Context: an optimization exercise on an open-source flow, tuned for small area, a short achievable clock period and few clock cycles per item. The choices shown serve that exercise and are no tape-out recipe.
RTL that was checked went through simulation tests only; none was proved equivalent to the original.
No activity file was given, so power comes from the tool's default toggle rates.

==> 08-13 <==
## rvv_div
module rvv_div #(
  parameter int K   = 2,          
  parameter int ADD = 1           
) (
  input  logic         clk,
  input  logic         rst_n,
  input  logic         in_valid,
  input  logic [2:0]   in_rob_entry,
  input  logic [5:0]   in_funct6,
  input  logic [2:0]   in_funct3,
  input  logic [2:0]   in_eew,
  input  logic [127:0] in_vs1,
  input  logic [127:0] in_vs2,
  input  logic [31:0]  in_rs1,
  output logic         out_valid,
  output logic [2:0]   out_rob_entry,
  output logic [127:0] out_data,
  input  logic         out_ready
);
  localparam int CW = 5;          
  function automatic logic [127:0] seg_neg(input logic [127:0] x,
                                           input logic [15:0]  neg,
                                           input logic [15:0]  st);
    logic [15:0] lo;
    logic        p;
    for (int j = 0; j < 16; j++) begin
      if (st[j] || j == 0) lo[j] = 1'b0;
      else                 lo[j] = lo[j-1] | (|x[8*(j-1) +: 8]);
    end
    for (int j = 0; j < 16; j++) begin
      p = lo[j];
      for (int b = 0; b < 8; b++) begin
        seg_neg[8*j+b] = x[8*j+b] ^ (neg[j] & p);
        p = p | x[8*j+b];
      end
    end
  endfunction
  function automatic logic [71:0] add36(input logic [35:0] a, input logic [35:0] b);
    logic [35:0] g, p, c;
    if (ADD == 0) begin
      logic [36:0] t;
      t = {1'b0, a} + {1'b0, b};
      c = {t[36], t[35:1] ^ a[35:1] ^ b[35:1]};
      add36 = {c, t[35:0]};
    end else begin
      g = a & b;
      p = a ^ b;
      if (ADD == 1) begin
        for (int l = 1; l < 36; l = l * 2)
          for (int i = 2*l-1; i < 36; i = i + 2*l) begin
            g[i] = g[i] | (p[i] & g[i-l]);
            p[i] = p[i] & p[i-l];
          end
        for (int l = 16; l >= 1; l = l / 2)
          for (int i = 3*l-1; i < 36; i = i + 2*l) begin
            g[i] = g[i] | (p[i] & g[i-l]);
            p[i] = p[i] & p[i-l];
          end
      end else begin
        for (int k = 0; k < 6; k++)
          for (int i = 0; i < 36; i++)
            if ((i >> k) & 1) begin
  ...
Settings: LEC_CHECK=0, CAP_MARGIN=40, CORE_MARGIN=2, CORE_UTILIZATION=45, SLEW_MARGIN=40; clock period 11.5 ns.
standard.sh (not shown) runs the stock make flow with config.mk's settings and CLKGATE_MAP_FILE= SYNTH_SCRIPT=/design/flow/synth_recipe.tcl, a recipe that flattens the netlist after the stock synthesis.
==> flow/flow/run.sh <==
#!/bin/bash
set -euo pipefail
bash standard.sh SETUP_SLACK_MARGIN=5.7 "BUFFER_PORTS_ARGS=-buffer_cell sky130_fd_sc_hd__buf_1" finish > standard.log 2>&1
==> 01-28 (differences from 08-13) <==
--- a/flow/design.v
+++ b/flow/design.v
@@ -452,15 +452,15 @@
   logic   [$clog2(8)-1:0]      trap_uop_rob_entry;
 } TRAP_t;  
 typedef enum logic [0:0]{
   DIV_SIGN, 
   DIV_ZERO
 } DIV_SIGN_SRC_e;   
 module rvv_div #(
-  parameter int K   = 2,          
+  parameter int K   = 1,          
   parameter int ADD = 1           
 ) (
   input  logic         clk,
   input  logic         rst_n,
   input  logic         in_valid,
   input  logic [2:0]   in_rob_entry,
   input  logic [5:0]   in_funct6,
@@ -526,15 +526,15 @@
   endfunction
   logic        i_e8, i_e16, i_sgn, i_rem, i_vx;
   logic [15:0] i_st;              
   logic [15:0] i_sa, i_sb;        
   logic [15:0] i_sv;              
   logic        i_sr;              
   logic [31:0] i_rx;              
-  logic [127:0] i_d;
+  logic [127:0] i_d, i_na;
   assign i_e8  = (in_eew == 3'd2);
   assign i_e16 = (in_eew == 3'd3);
   assign i_sgn = in_funct6[0];
   assign i_rem = in_funct6[1];
   assign i_vx  = in_funct3[2];
   assign i_sr = i_sgn & (i_e8 ? in_rs1[7] : i_e16 ? in_rs1[15] : in_rs1[31]);
   assign i_rx = in_rs1 ^ {32{~i_sr}};
@@ -545,28 +545,15 @@
       i_sv[j] = i_sgn & (i_e8 ? in_vs1[8*j+7] : i_e16 ? in_vs1[8*(j|1)+7] : in_vs1[8*(j|3)+7]);
       i_sb[j] = i_vx ? i_sr : i_sv[j];
       i_d[8*j +: 8] = i_vx ? (i_e8  ? i_rx[7:0] :
                               i_e16 ? i_rx[8*(j%2) +: 8] : i_rx[8*(j%4) +: 8])
                            : in_vs1[8*j +: 8] ^ {8{~i_sv[j]}};
     end
   end
-  function automatic logic mag_bit(input logic [127:0] a, input logic sgn,
-                                   input int lsb, input int w, input int s);
-    logic below;
-    below = 1'b0;
-    for (int i = lsb; i < lsb + w - 1 - s; i++) below = below | a[i];
-    mag_bit = a[lsb+w-1-s] ^ (sgn & a[lsb+w-1] & below);
-  endfunction
-  logic [15:0] i_qn [K];
-  always_comb
-    for (int s = 0; s < K; s++)
-      for (int j = 0; j < 16; j++)
-        i_qn[s][j] = i_e8  ? mag_bit(in_vs2, i_sgn, 8*j, 8, s) :
-                     i_e16 ? mag_bit(in_vs2, i_sgn, 16*(j/2), 16, s) :
-                             mag_bit(in_vs2, i_sgn, 32*(j/4), 32, s);
+  assign i_na = seg_neg(in_vs2, i_sa, i_st);
   logic [127:0]  d_q;             
   logic [15:0]   ci_q;            
   logic [15:0]   sa_q;            
   logic [15:0]   st_q;            
   logic          e8_q, e16_q, rem_q;
   logic [2:0]    rob_q;
   always_ff @(posedge clk) begin
@@ -608,22 +595,28 @@
     end else if (in_valid) begin
       run_q <= 1'b1;
       cnt_q <= i_e8 ? CW'(8/K - 1) : i_e16 ? CW'(16/K - 1) : CW'(32/K - 1);
     end
   end
   always_ff @(posedge clk) begin
     first_q <= idle;
-    r_q <= idle ? '0 : r_it;
-    if (idle)       q_q <= in_vs2;
-    else if (run_q) q_q <= q_it;
-    else if (fix_q) q_q <= nx;
+    if (idle) begin
+      q_q <= in_vs2;
+      r_q <= '0;
+    end else if (run_q) begin
+      q_q <= q_it;
+      r_q <= r_it;
+    end else if (fix_q) begin
+      q_q <= nx;
+    end
     for (int s = 0; s < K; s++)
       for (int j = 0; j < 16; j++)
         if (idle)
-          qn_q[s][j] <= i_qn[s][j];
+          qn_q[s][j] <= i_e8  ? i_na[8*j+7-s] :
+                        i_e16 ? i_na[8*(j|1)+7-s] : i_na[8*(j|3)+7-s];
         else
           qn_q[s][j] <= e8_q  ? nx[8*j+7-K-s] :
                         e16_q ? nx[8*(j|1)+7-K-s] : nx[8*(j|3)+7-K-s];
   end
   logic [15:0] st, d1, bz, neg;
   assign st = st_q;
   always_comb begin
==> flow/flow/run.sh (replaced) <==
#!/bin/bash
set -euo pipefail
bash standard.sh SETUP_SLACK_MARGIN=7.9 "BUFFER_PORTS_ARGS=-buffer_cell sky130_fd_sc_hd__buf_1" finish > standard.log 2>&1
==> qor summary <==
	01-28	08-13
Skew-Pair Late Insertion Delay	0.63 ns	0.66 ns
Post-Place Worst Slack	6.29 ns	4.10 ns
Worst hold path startpoint	r_q[63]	cnt_q[0]
Hold-critical path endpoint	r_q[63]	cnt_q[0]
Cell type of the slowest stage on the worst timing path	sky130_fd_sc_hd__or3b_4	sky130_fd_sc_hd__fa_2
Cell Count Post-Placement	4835	6456
Share of the yosys chip area belonging to registers	32.4%	25.2%
Share of the core filled with cells in the final layout	57.2%	56.5%
Least-Margin Pin Slew	0.884 ns	0.951 ns
Mapped Nets	4129	5664
Combinational power	6480 uW	15800 uW
Initial Util	45.4%	45.2%
HPWL after detailed placement	99400 um	136000 um
Combinational cell fraction of total power	55.9%	74.5%
Maximum fanout along the worst path	5	7
Via count of the first global-routing pass	29100	39900
Number of cells on the worst hold path	2	1
Area of combinational cells with multiple inputs	21900 um2	32200 um2
Final hold slack	0.452 ns	0.484 ns
Min setup slack post-route	7.56 ns	5.37 ns
Fraction of power consumed by the clock network	15.3%	9.1%
Pin count of the biggest net entering global routing	139	163
Non-clock buffering overhead	11.1%	9.69%
Clock-cell share	4.48%	3.67%
Count of distinct cell types in the synthesized netlist	97	110
Outcome	complete, no violations	complete, no violations
Testbench counts of 01-28, summed over its fixed seeds: cycles 693,362, uops 32,000.
The RTL of 08-13 was laid out without a check of its function.

[re-timing with driven ports]
In the flow no input, the clock included, has a driving cell. The finished layouts below were timed again as built, in two steps.
Step 1 sets driving cells, clkbuf_16 on the clock port and buf_2 on the other inputs (assumed; they add their load-dependent delay and slew).
Step 2, shift: input delay + t, output delay - t, t = (earliest + latest rising clock arrival at the registers) / 2. This alone moves slack from input paths to output paths.
Slacks: no drivers / after step 1 / after step 2; pairs: no drivers / after step 1.
run | shift t [ns] | slack for setup (ns) | hold WS [ns] | worst slew at a driven data input, ns | pins driven straight from the clock port
08-13 | 0.728 | 5.368 / 5.368 / 5.368 | 0.484 / 0.484 / 0.484 | 0.18 | 1
01-28 | 0.684 | 7.559 / 7.585 / 6.901 | 0.452 / 0.452 / 0.452 | 0.17 | 1
After both steps setup and hold are still met in every run listed. For 01-28, which loses most, drivers alone change the setup slack by +0.026 ns; drivers and shift together by -0.658 ns.
